This is an optimization exercise on Yosys and OpenROAD, whose aim is small area, not a production implementation. Function was checked by simulation only, so behaviour that the tests miss may differ from the original. Power figures rest on the tool's default switching activity, not on a simulated workload.

old:
Design synth, start of the top module:
module synth #(
    parameter integer BITWIDTH    = 24,
    parameter integer FIXED_POINT = 8,
    parameter integer FREQ_WIDTH  = 16,
    parameter integer AMP_WIDTH   = 16,
    parameter integer NUM_UNITS   = 8
    )
    (
        input  wire                            aud_freq,  
        input  wire [NUM_UNITS-1:0]            trigger,
        output wire [NUM_UNITS-1:0]            ch_in_use,
        input  wire [FREQ_WIDTH*NUM_UNITS-1:0] vco_freq_in,
        input  wire [2*NUM_UNITS-1:0]          vco_wave_type,
        input  wire [FIXED_POINT*NUM_UNITS-1:0] vca_attack_in,
        input  wire [FIXED_POINT*NUM_UNITS-1:0] vca_decay_in,
        input  wire [FIXED_POINT*NUM_UNITS-1:0] vca_sustain_in,
        input  wire [FIXED_POINT*NUM_UNITS-1:0] vca_release_in,
        input  wire [AMP_WIDTH*NUM_UNITS-1:0]   amp_in_l,
        input  wire [AMP_WIDTH*NUM_UNITS-1:0]   amp_in_r,
        output wire i2s_mclk,
        output wire i2s_bclk,
        output wire i2s_lrck,
        output wire i2s_tx,
        input  wire ctl_clk,
        input  wire ctl_rst
    );
Settings: LEC_CHECK=0, CAP_MARGIN=20, CORE_MARGIN=2, CORE_UTILIZATION=40, CTS_CLUSTER_DIAMETER=100, CTS_CLUSTER_SIZE=24, SLEW_MARGIN=20; clock period 20.0 ns.
standard.sh (not shown) runs the stock make flow with config.mk's settings and CLKGATE_MAP_FILE= SYNTH_SCRIPT=/design/flow/synth_recipe.tcl, a recipe that flattens the netlist after the stock synthesis.
==> flow/flow/run.sh <==
#!/bin/bash
# Layout: the standard flow (standard.sh) with two changes:
#  - synthesis: flow/my_synth.tcl wraps synth_recipe.tcl, changing only the
#    ABC mapping script (flow/amap.abc); adders are left to ABC (no
#    ADDER_MAP_FILE),
#  - port buffers: every input and output port still gets a buffer, made
#    from sky130_fd_sc_hd__buf_1.
set -euo pipefail
W=$(pwd)
export FLOW_WORK=$W
export BUFFER_PORTS_ARGS="-buffer_cell sky130_fd_sc_hd__buf_1"
sed -e "s#SYNTH_SCRIPT=[^ ]*synth_recipe.tcl#SYNTH_SCRIPT=$W/flow/my_synth.tcl ADDER_MAP_FILE=#" standard.sh > my_standard.sh
grep -q "my_synth.tcl" my_standard.sh
bash my_standard.sh > standard.log 2>&1
==> flow/flow/amap.abc <==
strash
&get -n
&fraig -x
&put
scorr
dc2
strash
dch -f
amap -m
==> flow/flow/my_synth.tcl <==
# The standard flow's synthesis (synth_recipe.tcl, sourced below) with one change: ABC maps
# the combinational logic with flow/amap.abc (area-oriented amap mapping),
# without the flow's area/speed script, delay target or driver/load
# constraints. Registers and everything before and after ABC are as in the
# standard synthesis.
proc abc {args} {
  set out [list -script $::env(FLOW_WORK)/flow/amap.abc]
  set skip 0
  foreach a $args {
    if {$skip} { set skip 0; continue }
    if {$a eq "-script" || $a eq "-D" || $a eq "-constr"} { set skip 1; continue }
    lappend out $a
  }
  yosys abc {*}$out
}
source $::env(FLOW_WORK)/synth_recipe.tcl
old closes out successfully: all stages finished, all timing, DRC and antenna checks passed.
Changes in new relative to old:
--- a/flow/design.v
+++ b/flow/design.v
@@ -73,16 +73,26 @@
         if (!ctl_rst) begin
             arst  <= 1'b0;
             ahold <= 1'b1;
         end else begin
             if (!(lrck_r | ahold)) arst <= 1'b1;
             if (lrck_r) ahold <= 1'b0;
         end
     end
+    reg bhold, brst;
+    always @(posedge ctl_clk) begin
+        if (!ctl_rst) begin
+            brst  <= 1'b0;
+            bhold <= 1'b1;
+        end else begin
+            if (!(bclk_r | bhold)) brst <= 1'b1;
+            if (bclk_r) bhold <= 1'b0;
+        end
+    end
     assign i2s_mclk = mclk_r;
     assign i2s_bclk = bclk_r;
     assign i2s_lrck = lrck_r;
     reg       act;
     reg [5:0] u;
     reg [2:0] vi;
     always @(posedge ctl_clk) begin
         if (!ctl_rst) begin
@@ -96,17 +106,17 @@
         end else if (u == 6'd48) begin
             u  <= 6'd0;
             vi <= vi + 3'd1;
             if (vi == 3'd7) act <= 1'b0;
         end else begin
             u <= u + 6'd1;
         end
     end
-    wire [7:0] voh = ahold ? 8'd0 : (8'd1 << vi);
+    wire [7:0] voh = 8'd1 << vi;    
     integer    av;
     wire p0  = act && (u == 6'd0);
     wire p16 = act && (u == 6'd16);
     wire p40 = act && (u == 6'd40);
     wire p48 = act && (u == 6'd48);
     reg  [8*27-1:0] ring_p;    
     reg  [8*16-1:0] ring_f;    
     reg  [8*21-1:0] ring_e;    
@@ -116,18 +126,18 @@
     wire [15:0] hf  = ring_f [8*16-1 -: 16];
     wire [20:0] he  = ring_e [8*21-1 -: 21];
     wire [26:0] hy0 = ring_y0[8*27-1 -: 27];
     wire [26:0] hy1 = ring_y1[8*27-1 -: 27];
     wire [26:0] p_new;
     wire [20:0] e_new;
     wire [26:0] y_new;
     reg  [15:0] f_live;
-    wire [26:0] in_p  = p40 ? p_new  : hp;
-    wire [15:0] in_f  = p16 ? f_live : hf;
+    wire [26:0] in_p  = p40 ? (ahold ? 27'd0 : p_new)  : hp;
+    wire [15:0] in_f  = p16 ? (ahold ? 16'd0 : f_live) : hf;
     wire [20:0] in_e  = p40 ? (ahold ? 21'd0 : e_new)  : he;
     wire [26:0] in_y0 = p0  ? (ahold ? 27'd0 : hy1)    : hy0;
     wire [26:0] in_y1 = p48 ? (ahold ? 27'd0 : y_new)  : hy1;
     always @(posedge ctl_clk) begin
         ring_p  <= {ring_p [7*27-1:0], in_p};
         ring_f  <= {ring_f [7*16-1:0], in_f};
         ring_e  <= {ring_e [7*21-1:0], in_e};
         ring_y0 <= {ring_y0[7*27-1:0], in_y0};
@@ -254,17 +264,17 @@
             rem  <= qb ? r2s[8:0] : r2[8:0];
             dq   <= {dq[22:0], qb};
         end
     end
     assign q      = {dq[22:0], qb};
     assign dneg_w = dneg;
     wire [27:0] psum  = sum[27:0];
     wire        pwrap = dneg ? psum[27] : (psum[27] | (&psum[26:0]));
-    assign p_new = (ahold || (q == 24'd0) || pwrap) ? 27'd0 : psum[26:0];
+    assign p_new = ((q == 24'd0) || pwrap) ? 27'd0 : psum[26:0];
     wire [2:0]  es   = he[20:18];
     wire [17:0] ec   = he[17:0];
     reg         trg;
     reg  [7:0]  e_at;
     reg  [7:0]  e_de;
     reg  [7:0]  e_su;
     reg  [7:0]  e_re;
     wire        e_add = (es == 3'd1);
@@ -334,23 +344,25 @@
             aclk_chg <= 1'b0;
         end else if (bclk_rise) begin
             chg_reg  <= lrck_r;
             aclk_chg <= lrck_r ^ chg_reg;
         end
     end
     reg [31:0] wl;
     reg [24:0] wr;
-    reg        wvalid;
     wire       wload = bclk_fall && aclk_chg && !lrck_r;
     always @(posedge ctl_clk) begin
-        if (wload) begin
-            wl <= {accl[31:8], 8'd0};
-            wr <= {1'b0, accr[31:8]};
+        if (!brst) begin
+            wl <= 32'd0;
+            wr <= 25'd0;
         end else begin
-            if (bclk_fall) wl <= {wl[30:0], wl[31]};
-            if (bclk_fall && lrck_r) wr <= {wr[23:0], 1'b0};
+            if (wload) begin
+                wl <= {accl[31:8], 8'd0};
+                wr <= {1'b0, accr[31:8]};
+            end else begin
+                if (bclk_fall) wl <= {wl[30:0], wl[31]};
+                if (bclk_fall && lrck_r) wr <= {wr[23:0], 1'b0};
+            end
         end
-        if (!arst) wvalid <= 1'b0;
-        else if (wload) wvalid <= 1'b1;
     end
-    assign i2s_tx = wvalid && (lrck_r ? wr[24] : wl[31]);
+    assign i2s_tx = lrck_r ? wr[24] : wl[31];
 endmodule
## What came out
| count of non-CTS buffers in the layout | lower: new |
Global-route usage: new vs old down 2.4 points
Taking old as the reference, in new post-detailed-route wirelength per cell fell 11%; met2 global-route usage went up by 0.82 points; count of inserted antenna diode cells down 8.
Against old, new comes in 51 ps higher on final critical delay including setup and external delays.
new and old ended up with nearly the same count of state elements after synthesis.
For the proportion of power drawn by the clock network, new came in 0.7 points lower than old did.
Routed wire length in new is about 8% below old.
The utilization was comparable across new and old.
Looking at proportion of layout cells with a drive suffix above 1, new sits 0.29 points below old.

port drivers added, routing unchanged:
Ports are ideal in the flow. The routed layouts listed here were re-timed in OpenROAD.
Step 1 (the two cells are an assumption about what drives the block):
set clk [get_ports {ctl_clk}]
set_driving_cell -lib_cell sky130_fd_sc_hd__clkbuf_16 $clk
set_driving_cell -lib_cell sky130_fd_sc_hd__buf_2 [delete_from_list [all_inputs] $clk]
Step 2 moves the port delays by t, midway between the first and last clock arrival at a register: inputs arrive t later, outputs are due t later. That takes back most of the time a late clock gives input paths.
Three values: no drivers, after step 1, after step 2; two values: the first two.
run | t, ns | setup slack, ns | clock arrival spread, ns
old | 0.718 | 6.696 / 6.735 / 6.017 | 0.050 / 0.051
new | 0.697 | 6.645 / 6.692 / 5.995 | 0.031 / 0.032
After both steps setup and hold are still met in every run listed. The setup slack of old, which loses most, moves by +0.039 ns with the drivers and by -0.679 ns with both steps.
